What follows belongs to an exercise in optimizing a design on an open flow for small area and few clock cycles; a production flow would make more cautious choices. The RTL was checked by simulation tests, not by an equivalence proof against the original design. Power and IR drop assume default switching activity.

== rev 12 ==
// qdec_ctx_init
module qdec_ctx_init (
    input clk,
    input rst_n,
    input  logic       ctx_init_start,
    input  logic [5:0] qp,
    output logic [9:0] ctx_init_addr,
    output logic [6:0] ctx_init_wdata,
    output logic       ctx_init_we,
    output logic       ctx_init_done_intr
);
Size in the first run: about 880 cells after synthesis, roughly 18 flip-flops, about 4500 µm² of cells after synthesis.
==> flow/config.mk <==
export PLATFORM = sky130hd
export DESIGN_NAME = qdec_ctx_init
export DESIGN_NICKNAME = qdec_ctx_init
export VERILOG_FILES = /design/flow/design.v
export SDC_FILE = /design/flow/constraint.sdc
export NUM_CORES = 4
export LEC_CHECK = 0
export ABC_AREA = 1
export CAP_MARGIN = 20
export CORE_MARGIN = 2
export CORE_UTILIZATION = 40
export SLEW_MARGIN = 20
export SYNTH_MEMORY_MAX_BITS = 65536
==> flow/constraint.sdc <==
create_clock -name core_clock -period 10.0 [get_ports {clk}]
set_input_delay 2.0000 -clock core_clock [delete_from_list [all_inputs] [get_ports {clk}]]
set_output_delay 2.0000 -clock core_clock [all_outputs]
set_load 0.01 [all_outputs]
standard.sh (not shown) runs the stock make flow with config.mk's settings and CLKGATE_MAP_FILE= SYNTH_SCRIPT=/design/flow/synth_recipe.tcl, a recipe that flattens the netlist after the stock synthesis.
==> flow/flow/run.sh <==
#!/bin/bash
# Own flow: the standard ORFS flow, but synthesis maps logic with an area-oriented ABC script
# (flow/abc_area.script) and leaves adders to ABC instead of mapping them to full/half-adder
# cells. Everything else (registers, their names, floorplan, place, CTS, route) is standard.
set -euo pipefail
W=$(pwd)
cp -r "$FLOW_HOME/scripts" "$W/scripts_own"
cp "$W/flow/abc_area.script" "$W/scripts_own/abc_area.script"
bash "$W/standard.sh" SCRIPTS_DIR="$W/scripts_own" ADDER_MAP_FILE= synth > "$W/own_synth.log" 2>&1
bash "$W/standard.sh" finish > "$W/own_finish.log" 2>&1
==> flow/flow/abc_area.script <==
strash
&get -n
&deepsyn -T 30
&put
dch
amap
topo
Looking at the reports, rev 12 completed the entire flow and the layout it produced met the timing, DRC and antenna checks.
Testbench counts of rev 12, summed over its fixed seeds: cycles 36,296.
Inputs modified between rev 12 and rev 13:
Settings: a change of CORE_UTILIZATION from 40 to 30.
-- flow/flow/abc_area.script --
<<< rev 12, line 8
>>> rev 13, line 8
strash
dch
amap
topo
## What came out
Rev 12 went all the way through synthesis, placement and routing and the layout is clean on timing, DRC and antenna.
Rev 13 | status: complete | timing, DRC, antenna: pass
Compared with rev 12, rev 13 shows peak supply drop that has gone down by more than half.
| clock-buffer cell count | rev 13 vs rev 12 | ≈ equal |
Post-synthesis instance total: rev 13 vs rev 12 down about 0.9%
Between rev 12 and rev 13, setup slack is lower for rev 12, rev 13 comes in above that.
Rev 12 → rev 13: iteration-0 DRC count of the detailed router now smaller; non-filler instance count after layout moved up.
Relative to rev 12, met1 usage in global routing has decreased by 9.1 points in rev 13.
Die area (higher): rev 13
Summary of rev 13 over rev 12: met2 demand-to-capacity share in global routing lower, power dissipated by switching net loads higher.

========
Another version of the RTL of qdec_ctx_init (not shown whole).
Size: about 850 cells after synthesis, ~18 flip-flops, ~4400 sq um of cells after synthesis.
Settings: LEC_CHECK=0, ABC_AREA=1, CAP_MARGIN=20, CORE_MARGIN=2, CORE_UTILIZATION=40, CTS_BUF_LIST=sky130_fd_sc_hd__clkbuf_2 sky130_fd_sc_hd__clkbuf_4, GPL_TIMING_DRIVEN=0, SLEW_MARGIN=20, SYNTH_MEMORY_MAX_BITS=65536; clock period 10.0 ns.
==> flow/flow/run.sh <==
#!/bin/bash
# Own flow: the standard ORFS flow (standard.sh), with two changes:
#  - synthesis maps the logic with an area-oriented ABC script (flow/abc_area.script) and leaves
#    adders to ABC instead of mapping them to full/half-adder cells; the registers, their
#    names and cells are as in the standard synthesis;
#  - the port buffers are sky130_fd_sc_hd__buf_1 (every input and output port still gets one).
# Each step's full output goes to its own log here (own_synth.log, own_finish.log) and to
# ORFS's logs under orfs/logs.
set -euo pipefail
W=$(pwd)
cp -r "$FLOW_HOME/scripts" "$W/scripts_own"
cp "$W/flow/abc_area.script" "$W/scripts_own/abc_area.script"
bash "$W/standard.sh" SCRIPTS_DIR="$W/scripts_own" ADDER_MAP_FILE= synth > "$W/own_synth.log" 2>&1
bash "$W/standard.sh" "BUFFER_PORTS_ARGS=-buffer_cell sky130_fd_sc_hd__buf_1" finish > "$W/own_finish.log" 2>&1
==> flow/flow/abc_area.script <==
strash
&get -n
&deepsyn -T 30
&put
dch
amap
topo
strash
dch
amap
topo
Testbench counts at the start, summed over its fixed seeds: cycles 36,296.
==> next run, changes <==
Settings changed: CORE_UTILIZATION 40 to 35.
Effect: Non-clock buffer count shrinks by 16. First-iteration DRC count went down by about 12%. Core utilization goes down by 6.3 points. Count of clock-buffer cells in the layout is unchanged.

========
Another version of the RTL of qdec_ctx_init (not shown whole).
For scale: ~830 cells after synthesis, about 0.0044 mm² of cells after synthesis.
## qdec_ctx_init
module qdec_ctx_init (
    input clk,
    input rst_n,
    input  logic       ctx_init_start,
    input  logic [5:0] qp,
    output logic [9:0] ctx_init_addr,
    output logic [6:0] ctx_init_wdata,
    output logic       ctx_init_we,
    output logic       ctx_init_done_intr
);
function automatic logic [7:0] ctx_init_value_rom(input logic [9:0] i);
    case(i)
    10'd0: ctx_init_value_rom = 8'd153;
    10'd1: ctx_init_value_rom = 8'd153;
    10'd2: ctx_init_value_rom = 8'd153;
    10'd3: ctx_init_value_rom = 8'd153;
    10'd4: ctx_init_value_rom = 8'd153;
    10'd5: ctx_init_value_rom = 8'd153;
    10'd6: ctx_init_value_rom = 8'd200;
    10'd7: ctx_init_value_rom = 8'd185;
    10'd8: ctx_init_value_rom = 8'd160;
    10'd9: ctx_init_value_rom = 8'd200;
    10'd10: ctx_init_value_rom = 8'd185;
    10'd11: ctx_init_value_rom = 8'd160;
    10'd12: ctx_init_value_rom = 8'd139;
    10'd13: ctx_init_value_rom = 8'd141;
    10'd14: ctx_init_value_rom = 8'd157;
    10'd15: ctx_init_value_rom = 8'd107;
    10'd16: ctx_init_value_rom = 8'd139;
    10'd17: ctx_init_value_rom = 8'd126;
    10'd18: ctx_init_value_rom = 8'd107;
    10'd19: ctx_init_value_rom = 8'd139;
    10'd20: ctx_init_value_rom = 8'd126;
    10'd21: ctx_init_value_rom = 8'd154;
    10'd22: ctx_init_value_rom = 8'd154;
    10'd23: ctx_init_value_rom = 8'd154;
    10'd24: ctx_init_value_rom = 8'd197;
    10'd25: ctx_init_value_rom = 8'd185;
    10'd26: ctx_init_value_rom = 8'd201;
    10'd27: ctx_init_value_rom = 8'd197;
    10'd28: ctx_init_value_rom = 8'd185;
    10'd29: ctx_init_value_rom = 8'd201;
    10'd30: ctx_init_value_rom = 8'd149;
    10'd31: ctx_init_value_rom = 8'd134;
    10'd32: ctx_init_value_rom = 8'd184;
    10'd33: ctx_init_value_rom = 8'd154;
    10'd34: ctx_init_value_rom = 8'd139;
    10'd35: ctx_init_value_rom = 8'd154;
    10'd36: ctx_init_value_rom = 8'd154;
    10'd37: ctx_init_value_rom = 8'd154;
    10'd38: ctx_init_value_rom = 8'd139;
    10'd39: ctx_init_value_rom = 8'd154;
  ...
clock: 10.0 ns
lec_check: 0
abc_area: 1
cap_margin: 20
core_margin: 2
core_utilization: 30
cts_buf_list: sky130_fd_sc_hd__clkbuf_4
gpl_timing_driven: 0
slew_margin: 20
synth_memory_max_bits: 65536
Scripts as last shown in full above: flow/flow/run.sh, flow/flow/abc_area.script
The starting point ran to the end with no violations.
Testbench counts at the start, summed over its fixed seeds: cycles 36,296.
==> next run, changes <==
Settings changed: CORE_UTILIZATION 30 to 35, CTS_BUF_LIST sky130_fd_sc_hd__clkbuf_4 to unset.
Effect: Sequential share of layout area rose by 0.13 points; final cell count went down by 2.1%; setup slack degrades by 570 ps; worst hold slack is better by 7.3 ps; power increases by 6.9%; non-clock buffer count is lower by 8; combinational power falls by about 4%; routed wire length came out lower by 8.0%; via count increases by 2.6%; sequential cell count is unchanged; area after synthesis does not change.
==> next run, changes <==
Settings changed: CORE_UTILIZATION 35 to 30, CTS_BUF_LIST set to sky130_fd_sc_hd__clkbuf_2 sky130_fd_sc_hd__clkbuf_4.
Result: Total power went down by 6.4%; wire length rose by 8.7%; via count fell by 2.6%; global-route usage shrinks by 5.6 points.

========
Setup of build 29:
qdec_ctx_init, a different RTL version from the one above (not shown whole).
Size in the first run: about 18 flip-flops.
Design qdec_ctx_init, start of the top module:
module qdec_ctx_init (
    input clk,
    input rst_n,
    input  logic       ctx_init_start,
    input  logic [5:0] qp,
    output logic [9:0] ctx_init_addr,
    output logic [6:0] ctx_init_wdata,
    output logic       ctx_init_we,
    output logic       ctx_init_done_intr
);
==> flow/config.mk <==
export PLATFORM = sky130hd
export DESIGN_NAME = qdec_ctx_init
export DESIGN_NICKNAME = qdec_ctx_init
export VERILOG_FILES = /design/flow/design.v
export SDC_FILE = /design/flow/constraint.sdc
export NUM_CORES = 4
export LEC_CHECK = 0
export ABC_AREA = 1
export CAP_MARGIN = 20
export CORE_MARGIN = 2
export CORE_UTILIZATION = 35
export SLEW_MARGIN = 20
export SYNTH_MEMORY_MAX_BITS = 65536
==> flow/constraint.sdc <==
create_clock -name core_clock -period 10.0 [get_ports {clk}]
set_input_delay 2.0000 -clock core_clock [delete_from_list [all_inputs] [get_ports {clk}]]
set_output_delay 2.0000 -clock core_clock [all_outputs]
set_load 0.01 [all_outputs]
==> flow/flow/run.sh <==
#!/bin/bash
# Own flow: the standard ORFS flow, but synthesis maps logic with an area-oriented ABC script
# (flow/abc_area.script) and leaves adders to ABC instead of mapping them to full/half-adder
# cells. Everything else (registers, their names, floorplan, place, CTS, route) is standard.
set -euo pipefail
W=$(pwd)
cp -r "$FLOW_HOME/scripts" "$W/scripts_own"
cp "$W/flow/abc_area.script" "$W/scripts_own/abc_area.script"
bash "$W/standard.sh" SCRIPTS_DIR="$W/scripts_own" ADDER_MAP_FILE= synth > "$W/own_synth.log" 2>&1
bash "$W/standard.sh" finish > "$W/own_finish.log" 2>&1
Scripts as last shown in full above: flow/flow/abc_area.script
Testbench counts of build 29, summed over its fixed seeds: cycles 36,296.
### build 29 -> build 10
==> flow/flow/run.sh <==
#!/bin/bash
# Own flow: the standard ORFS flow (standard.sh), with two changes:
#  - synthesis maps the logic with an area-oriented ABC script (flow/abc_area.script) and leaves
#    adders to ABC instead of mapping them to full/half-adder cells; the registers, their
#    names and cells are as in the standard synthesis;
#  - the port buffers are sky130_fd_sc_hd__buf_1 (every input and output port still gets one).
# Each step's full output goes to its own log here (own_synth.log, own_finish.log) and to
# ORFS's logs under orfs/logs.
set -euo pipefail
W=$(pwd)
cp -r "$FLOW_HOME/scripts" "$W/scripts_own"
cp "$W/flow/abc_area.script" "$W/scripts_own/abc_area.script"
bash "$W/standard.sh" SCRIPTS_DIR="$W/scripts_own" ADDER_MAP_FILE= synth > "$W/own_synth.log" 2>&1
bash "$W/standard.sh" "BUFFER_PORTS_ARGS=-buffer_cell sky130_fd_sc_hd__buf_1" finish > "$W/own_finish.log" 2>&1
-- flow/config.mk --
<<< build 29, line 10
export CORE_MARGIN = 2
export CORE_UTILIZATION = 35
export SLEW_MARGIN = 20
export SYNTH_MEMORY_MAX_BITS = 65536
>>> build 10, line 10
export CORE_MARGIN = 2
export CORE_UTILIZATION = 35
export CTS_BUF_LIST = sky130_fd_sc_hd__clkbuf_2 sky130_fd_sc_hd__clkbuf_4
export GPL_TIMING_DRIVEN = 0
export SLEW_MARGIN = 20
export SYNTH_MEMORY_MAX_BITS = 65536
Notes after the runs:
Going from build 29 to build 10, count of cell instances traversed by the critical path shrank by a little under 10%. Side by side, logic gate share of total power turned out higher in build 10 than in build 29. Build 29 → build 10: met2 track demand over resource in global routing shows a reduction of 5.6 points; global-route wire length before repair dropped 11%; setup slack down 0.22 ns. Total instance count after detailed placement down 5.9% in build 10 wrt build 29. Changes observed in build 10 relative to build 29: proportion of cell area occupied by registers shows an increase of 0.72 points, total wire length after detailed routing dropped about 10%. Compared with build 29, build 10 shows total power consumption of the routed design that has gone down by more than 10%.
Changes in build 89 relative to build 10:
-- flow/config.mk --
<<< build 10, line 10
export CORE_MARGIN = 2
export CORE_UTILIZATION = 35
export CTS_BUF_LIST = sky130_fd_sc_hd__clkbuf_2 sky130_fd_sc_hd__clkbuf_4
export GPL_TIMING_DRIVEN = 0
export SLEW_MARGIN = 20
>>> build 89, line 10
export CORE_MARGIN = 2
export CORE_UTILIZATION = 35
export GPL_TIMING_DRIVEN = 0
export SLEW_MARGIN = 20
==> comparison <==
Going from build 10 to build 89, peak per-stage delay on the critical path fell by 0.27 ns, final worst-path cycle share stayed essentially flat, clock share of power rose by 7.0 points.
Every stage of the flow completed for build 89, and the final layout passed the timing, DRC and antenna checks.
Utilization build 10 -> build 89: up
Proportion of power drawn by flip-flops and latches in build 89 is 1.1 points lower than in build 10
Taking build 10 as the reference, in build 89 design area moved up, met3 layer wire length in the routed design has decreased.
Against build 10, multi-input gate area in the final layout in build 89 rose slightly.

-- static timing again, ports no longer ideal --
In the flow no input, the clock included, has a driving cell. The finished layouts below were timed again as built, in two steps. Step 1: set_driving_cell puts a clkbuf_16 on clk and a buf_2 on each other input, an assumption about the parent block. Step 2 adds t to the input delays and takes it off the output delays; t is the mean of the earliest and latest rising clock arrival at the registers after step 1. Input paths then give back, and output paths get back, about the clock's delay inside the block. a / b / c = ideal ports / drivers / drivers and shift; a / b = the first two.
run | t (ns) | setup slack, ns | cell pins on the clock port's net
rev 12 | 0.287 | 0.589 / 0.596 / 0.308 | 1
rev 13 | 0.301 | 0.658 / 0.673 / 0.371 | 1
the first run of note 2 | 0.324 | 0.371 / 0.371 / 0.371 | 1
the second run of note 2 | 0.315 | 0.785 / 0.785 / 0.785 | 1
the first run of note 3 | 0.297 | 1.036 / 1.036 / 1.036 | 1
the second run of note 3 | 0.281 | 0.467 / 0.466 / 0.466 | 1
the third run of note 3 | 0.297 | 1.036 / 1.036 / 1.036 | 1
build 29 | 0.311 | 0.658 / 0.658 / 0.658 | 1
build 10 | 0.322 | 0.441 / 0.441 / 0.441 | 1
build 89 | 0.284 | 0.453 / 0.452 / 0.452 | 1
After both steps setup and hold are still met in every run listed. The setup slack of rev 13, which loses most, moves by +0.015 ns with the drivers and by -0.287 ns with both steps.
